Source: an optimization exercise on an open RTL-to-GDS flow (aim: small area). Production flows keep margins and buffers that such runs may drop. Only simulation tests tie the RTL to the original design; equivalence was not proved. Power figures rest on the tool's default switching activity, not on a simulated workload.

== run 1 ==
Design Dmac_Top, start of the top module:
module Dmac_Top (
    input  logic        clk,
    input  logic        rst,
    input  logic        write,
    input  logic        HSel,
    input  logic [1:0]  STrans,
    input  logic [31:0] HWData,
    input  logic [31:0] HAddr,
    input  logic [31:0] MRData,
    input  logic        HReady,
    input  logic [1:0]  M_HResp,
    output logic HReadyOut,
    output logic [1:0] S_HResp,
    input  logic [1:0]  DmacReq,      
    input  logic        Bus_Grant,   
    output logic [31:0] MAddress,
    output logic [31:0] MWData,
    output logic [3:0]  MBurst_Size,
    output logic        MWrite,
    output logic [1:0]  MTrans,
    output logic [3:0]  MWStrb,
    output logic        Bus_Req,
    output logic        Interrupt,
    output logic [1:0]  ReqAck
);
    logic con_sel, con_en, irq, con_new_sel, C_config;
    logic hold;
    logic channel_en_1, channel_en_2;
    Dmac_Main_Datapath datapath_inst (
        .clk            (clk),
        .rst            (rst),
        .write          (write),
        .HSel           (HSel),
        .STrans         (STrans),
        .channel_en_1   (channel_en_1),
        .channel_en_2   (channel_en_2),
        .HWData         (HWData),
        .HAddr          (HAddr),
        .MRData         (MRData),
        .HReady         (HReady),
        .M_HResp          (M_HResp),
        .con_en         (con_en),
        .con_sel        (con_sel),
        .C_config       (C_config),
        .irq            (irq),
        .con_new_sel    (con_new_sel),
        .MAddress       (MAddress),
        .MWData         (MWData),
        .MBurst_Size    (MBurst_Size),
        .MWrite         (MWrite),
        .MTrans         (MTrans),
        .MWStrb         (MWStrb)
  ...
clock: 10.0 ns
lec_check: 0
cap_margin: 20
core_margin: 2
core_utilization: 40
place_density: 0.6
slew_margin: 20
run.sh (not shown) runs the stock make flow with config.mk's settings and CLKGATE_MAP_FILE= SYNTH_SCRIPT=/design/flow/synth_recipe.tcl, a recipe that flattens the netlist after the stock synthesis.
Per the final summary, run 1 finished and its layout is clean on timing, DRC and antenna.
#### Input delta (run 2 over run 1)
Settings: CAP_MARGIN: 20 -> 10; CORE_UTILIZATION: 40 -> 60; PLACE_DENSITY: 0.6 -> 0.75; SLEW_MARGIN: 20 -> 10.
==> flow/flow/run.sh (new file) <==
#!/bin/bash
# Layout: the standard flow (standard synthesis unchanged), with the clock tree
# built from larger sink clusters and without dummy loads. Logs: standard.log here,
# and ORFS's per-step logs under orfs/logs.
set -euo pipefail
CTS="-sink_clustering_enable -repair_clock_nets -dont_use_dummy_load"
CTS="$CTS -buf_list {sky130_fd_sc_hd__clkbuf_8 sky130_fd_sc_hd__clkbuf_16}"
CTS="$CTS -sink_clustering_size 30 -sink_clustering_max_diameter 80"
bash standard.sh "CTS_ARGS=$CTS" finish > standard.log 2>&1
==> flow/standard.sh (new file) <==
#!/bin/bash
# synth_recipe.tcl (not shown) runs the flow's synth.tcl, then flattens the netlist and writes it again
# the make line also repeats each setting of config.mk as NAME=value (left out here)
make -C /OpenROAD-flow-scripts/flow DESIGN_CONFIG=/design/flow/config.mk WORK_HOME=/design/flow/orfs CLKGATE_MAP_FILE= SYNTH_SCRIPT=/design/flow/synth_recipe.tcl "${@:-finish}"
removed: flow/run.sh
==> comparison <==
Compared with run 1, run 2 shows a lower row count. Going from run 1 to run 2, the setup slack of the critical path after layout was found to have gone down by 0.25 ns. Of run 2 and run 1, the lower share of layout cells above drive strength 1 belongs to run 2. Run 2 — design area 6.4% lower, run 1 as reference. Comparing vias after detailed routing for run 2 and run 1, the bigger number came from run 1. Run 2 against run 1: longest individual stage delay on the worst path +0.11 ns, routed wire length -13000 microns, routed length on met3 +29%. Against run 1 as the reference, run 2 delivers a higher logic gate share of total power.
Inputs modified between run 2 and run 3:
==> flow/flow/run.sh <==
#!/bin/bash
# Layout: the standard flow with these changes:
#  - synthesis is the standard synthesis, except that ABC maps the logic with the
#    area-oriented script flow/abc_map.script and adders are left to ABC rather than
#    mapped to full/half-adder cells first (registers are mapped before ABC runs, so
#    they are the same as the standard synthesis's);
#  - the port buffers are buf_1 cells (every input and output port still gets one);
#  - the clock tree is built from clkbuf_4 over sink clusters of at most 10;
#  - the clock tree gets no dummy loads.
# Logs: synth.log and standard.log here, and ORFS's per-step logs under orfs/logs.
set -euo pipefail
rm -rf scripts_abc
cp -r "$FLOW_HOME/scripts" scripts_abc
cp flow/abc_map.script scripts_abc/abc_speed.script
bash standard.sh "SCRIPTS_DIR=$PWD/scripts_abc" "ADDER_MAP_FILE=" synth > synth.log 2>&1
CTS="-sink_clustering_enable -repair_clock_nets -dont_use_dummy_load"
CTS="$CTS -buf_list {sky130_fd_sc_hd__clkbuf_4}"
CTS="$CTS -sink_clustering_size 10 -sink_clustering_max_diameter 40"
bash standard.sh "CTS_ARGS=$CTS" "BUFFER_PORTS_ARGS=-buffer_cell sky130_fd_sc_hd__buf_1" finish > standard.log 2>&1
==> flow/flow/abc_map.script (new file) <==
strash
dc2
dch -f
amap -F 3 -A 8
strash
dc2
dch -f
amap -F 3 -A 8
topo
### Flow results
- Final cycle utilization of the critical path, run 2 and run 3: lower on run 2
- As far as number of synthesized register bits goes, run 2 and run 3 are indistinguishable; the numbers are identical.
- Higher part of the total power dissipated in the clock network was reported by run 2, not run 3.
- Run 3 gives less number of library cell types mapped by synthesis than run 2 did.
- Cmp run 2 and run 3 / cell area after synthesis / lower: run 3
- Routed wire length improves in run 3 relative to run 2.
- For run 3, the endpoint of the worst setup timing path was MWData[28], unlike run 2, where it was MWData[8].
- Run 2 was larger in final cell area than run 3.
- In run 3 relative to run 2, synthesized cell count had gone down by more than 10%.
- Compare run 2 and run 3 | number of antenna violations at the first check in global routing lower: run 2
- Run 3 ends up with higher count of clock-buffer cells in the layout than run 2 does.
- In run 3, instance area after placement is lower than in run 2.

---

== run A ==
Dmac_Top again, from the RTL that the note above started with.
clock: 10.0 ns
lec_check: 0
cap_margin: 10
core_margin: 2
core_utilization: 60
place_density: 0.75
slew_margin: 10
standard.sh (not shown) runs the stock make flow with config.mk's settings and CLKGATE_MAP_FILE= SYNTH_SCRIPT=/design/flow/synth_recipe.tcl, a recipe that flattens the netlist after the stock synthesis.
==> flow/flow/run.sh <==
#!/bin/bash
# Layout: the standard flow with four changes:
#  - synthesis is the standard synthesis, except that ABC maps the logic with the
#    area-oriented script flow/abc_map.script (registers are mapped before ABC runs, so
#    they are the same as the standard synthesis's);
#  - the port buffers are buf_1 cells (every input and output port still gets one);
#  - the clock tree is built from clkbuf_8/clkbuf_16 over larger sink clusters;
#  - the clock tree gets no dummy loads.
# Logs: synth.log and standard.log here, and ORFS's per-step logs under orfs/logs.
set -euo pipefail
rm -rf scripts_abc
cp -r "$FLOW_HOME/scripts" scripts_abc
cp flow/abc_map.script scripts_abc/abc_speed.script
bash standard.sh "SCRIPTS_DIR=$PWD/scripts_abc" synth > synth.log 2>&1
CTS="-sink_clustering_enable -repair_clock_nets -dont_use_dummy_load"
CTS="$CTS -buf_list {sky130_fd_sc_hd__clkbuf_8 sky130_fd_sc_hd__clkbuf_16}"
CTS="$CTS -sink_clustering_size 24 -sink_clustering_max_diameter 60"
bash standard.sh "CTS_ARGS=$CTS" "BUFFER_PORTS_ARGS=-buffer_cell sky130_fd_sc_hd__buf_1" finish > standard.log 2>&1
==> flow/flow/abc_map.script <==
strash
dc2
dch -f
amap
strash
dc2
dch -f
amap
topo
Run A ran to completion and came out clean on the timing, design-rule and antenna checks.
#### Input delta (run B over run A)
- SLEW_MARGIN now 0, was 10
- CAP_MARGIN now 0, was 10
==> flow/flow/run.sh <==
#!/bin/bash
# Layout: the standard flow with four changes:
#  - synthesis is the standard synthesis, except that ABC maps the logic with the
#    area-oriented script flow/abc_map.script (registers are mapped before ABC runs, so
#    they are the same as the standard synthesis's);
#  - the port buffers are buf_1 cells (every input and output port still gets one);
#  - the clock tree is built from clkbuf_8 over sink clusters of at most 16;
#  - the clock tree gets no dummy loads.
# Logs: synth.log and standard.log here, and ORFS's per-step logs under orfs/logs.
set -euo pipefail
rm -rf scripts_abc
cp -r "$FLOW_HOME/scripts" scripts_abc
cp flow/abc_map.script scripts_abc/abc_speed.script
bash standard.sh "SCRIPTS_DIR=$PWD/scripts_abc" synth > synth.log 2>&1
CTS="-sink_clustering_enable -repair_clock_nets -dont_use_dummy_load"
CTS="$CTS -buf_list {sky130_fd_sc_hd__clkbuf_8}"
CTS="$CTS -sink_clustering_size 16 -sink_clustering_max_diameter 50"
bash standard.sh "CTS_ARGS=$CTS" "BUFFER_PORTS_ARGS=-buffer_cell sky130_fd_sc_hd__buf_1" finish > standard.log 2>&1
==> flow/flow/abc_map.script <==
strash
dc2
dch -f
amap -F 3 -A 8
strash
dc2
dch -f
amap -F 3 -A 8
topo
[summary]
As far as buffer depth of the longest clock path goes, run B and run A are indistinguishable; the numbers are identical.
On setup slack: between run A and run B, it ends up higher for run A.
Number of filler cells placed in the layout delta for run B relative to run A: 147 higher
Between run B and run A, the vertical extent of the die figures differ only marginally.
Per the comparison of run B with run A, cell area after technology mapping went down; pin count of the biggest net entering global routing went up by 2.7%; total length of routed met2 wires lost 2800 um; global-route met2 utilization went down 2.4 points; total wire length after detailed routing about even.
Sort run A and run B by clock insertion delay at the later pin of the skew report desc -> top: run B
[inputs] run C vs run B
- SLEW_MARGIN now 10, was 0
- CAP_MARGIN now 10, was 0
==> flow/flow/run.sh <==
#!/bin/bash
# Layout: the standard flow with four changes:
#  - synthesis is the standard synthesis, except that ABC maps the logic with the
#    area-oriented script flow/abc_map.script (registers are mapped before ABC runs, so
#    they are the same as the standard synthesis's);
#  - the port buffers are buf_1 cells (every input and output port still gets one);
#  - the clock tree is built from clkbuf_4 over sink clusters of at most 10;
#  - the clock tree gets no dummy loads;
#  - after global routing, gates off the critical paths are downsized (RECOVER_POWER).
# Logs: synth.log and standard.log here, and ORFS's per-step logs under orfs/logs.
set -euo pipefail
rm -rf scripts_abc
cp -r "$FLOW_HOME/scripts" scripts_abc
cp flow/abc_map.script scripts_abc/abc_speed.script
bash standard.sh "SCRIPTS_DIR=$PWD/scripts_abc" synth > synth.log 2>&1
CTS="-sink_clustering_enable -repair_clock_nets -dont_use_dummy_load"
CTS="$CTS -buf_list {sky130_fd_sc_hd__clkbuf_4}"
CTS="$CTS -sink_clustering_size 10 -sink_clustering_max_diameter 40"
bash standard.sh "CTS_ARGS=$CTS" "BUFFER_PORTS_ARGS=-buffer_cell sky130_fd_sc_hd__buf_1" RECOVER_POWER=100 finish > standard.log 2>&1
Findings:
Run C: all stages done; final checks FAILED (max-capacitance violations, max-slew violations). Sequential logic power delta for run C relative to run B: about 1% higher. Taking run B as the reference, in run C final net count shows an increase of 1.3%, multi-input gate area in the final layout went down by 0.72%, final core utilization dropped 0.67 points.

==> port drivers added, routing unchanged <==
The results above use ideal ports. As a check the final layouts listed here were re-extracted and re-timed, cells and wires unchanged.
Step 1, drivers: a clkbuf_16 drives clk and a buf_2 each remaining input, both assumed.
Step 2, shift: input delay + t, output delay - t, t = (earliest + latest rising clock arrival at the registers) / 2. This alone moves slack from input paths to output paths.
a / b / c = ideal ports / drivers / drivers and shift; a / b = the first two.
run | t, ns | slack for setup (ns) | worst setup path at the end | clock arrival spread, ns
run 1 | 0.837 | 1.065 / 1.020 / 1.020 | input to output | 0.039 / 0.040
run 2 | 0.724 | 0.810 / 0.778 / 0.778 | input to output | 0.114 / 0.114
run 3 | 1.127 | 0.696 / 0.634 / -0.262 | input to register | 0.178 / 0.178
run A | 0.704 | 0.606 / 0.585 / 0.585 | input to output | 0.090 / 0.090
run B | 0.793 | 0.581 / 0.558 / 0.460 | input to register | 0.137 / 0.137
run C | 1.085 | 0.399 / 0.375 / -0.467 | input to register | 0.215 / 0.215
For run 3, which loses most, drivers alone change the setup slack by -0.062 ns; drivers and shift together by -0.958 ns.
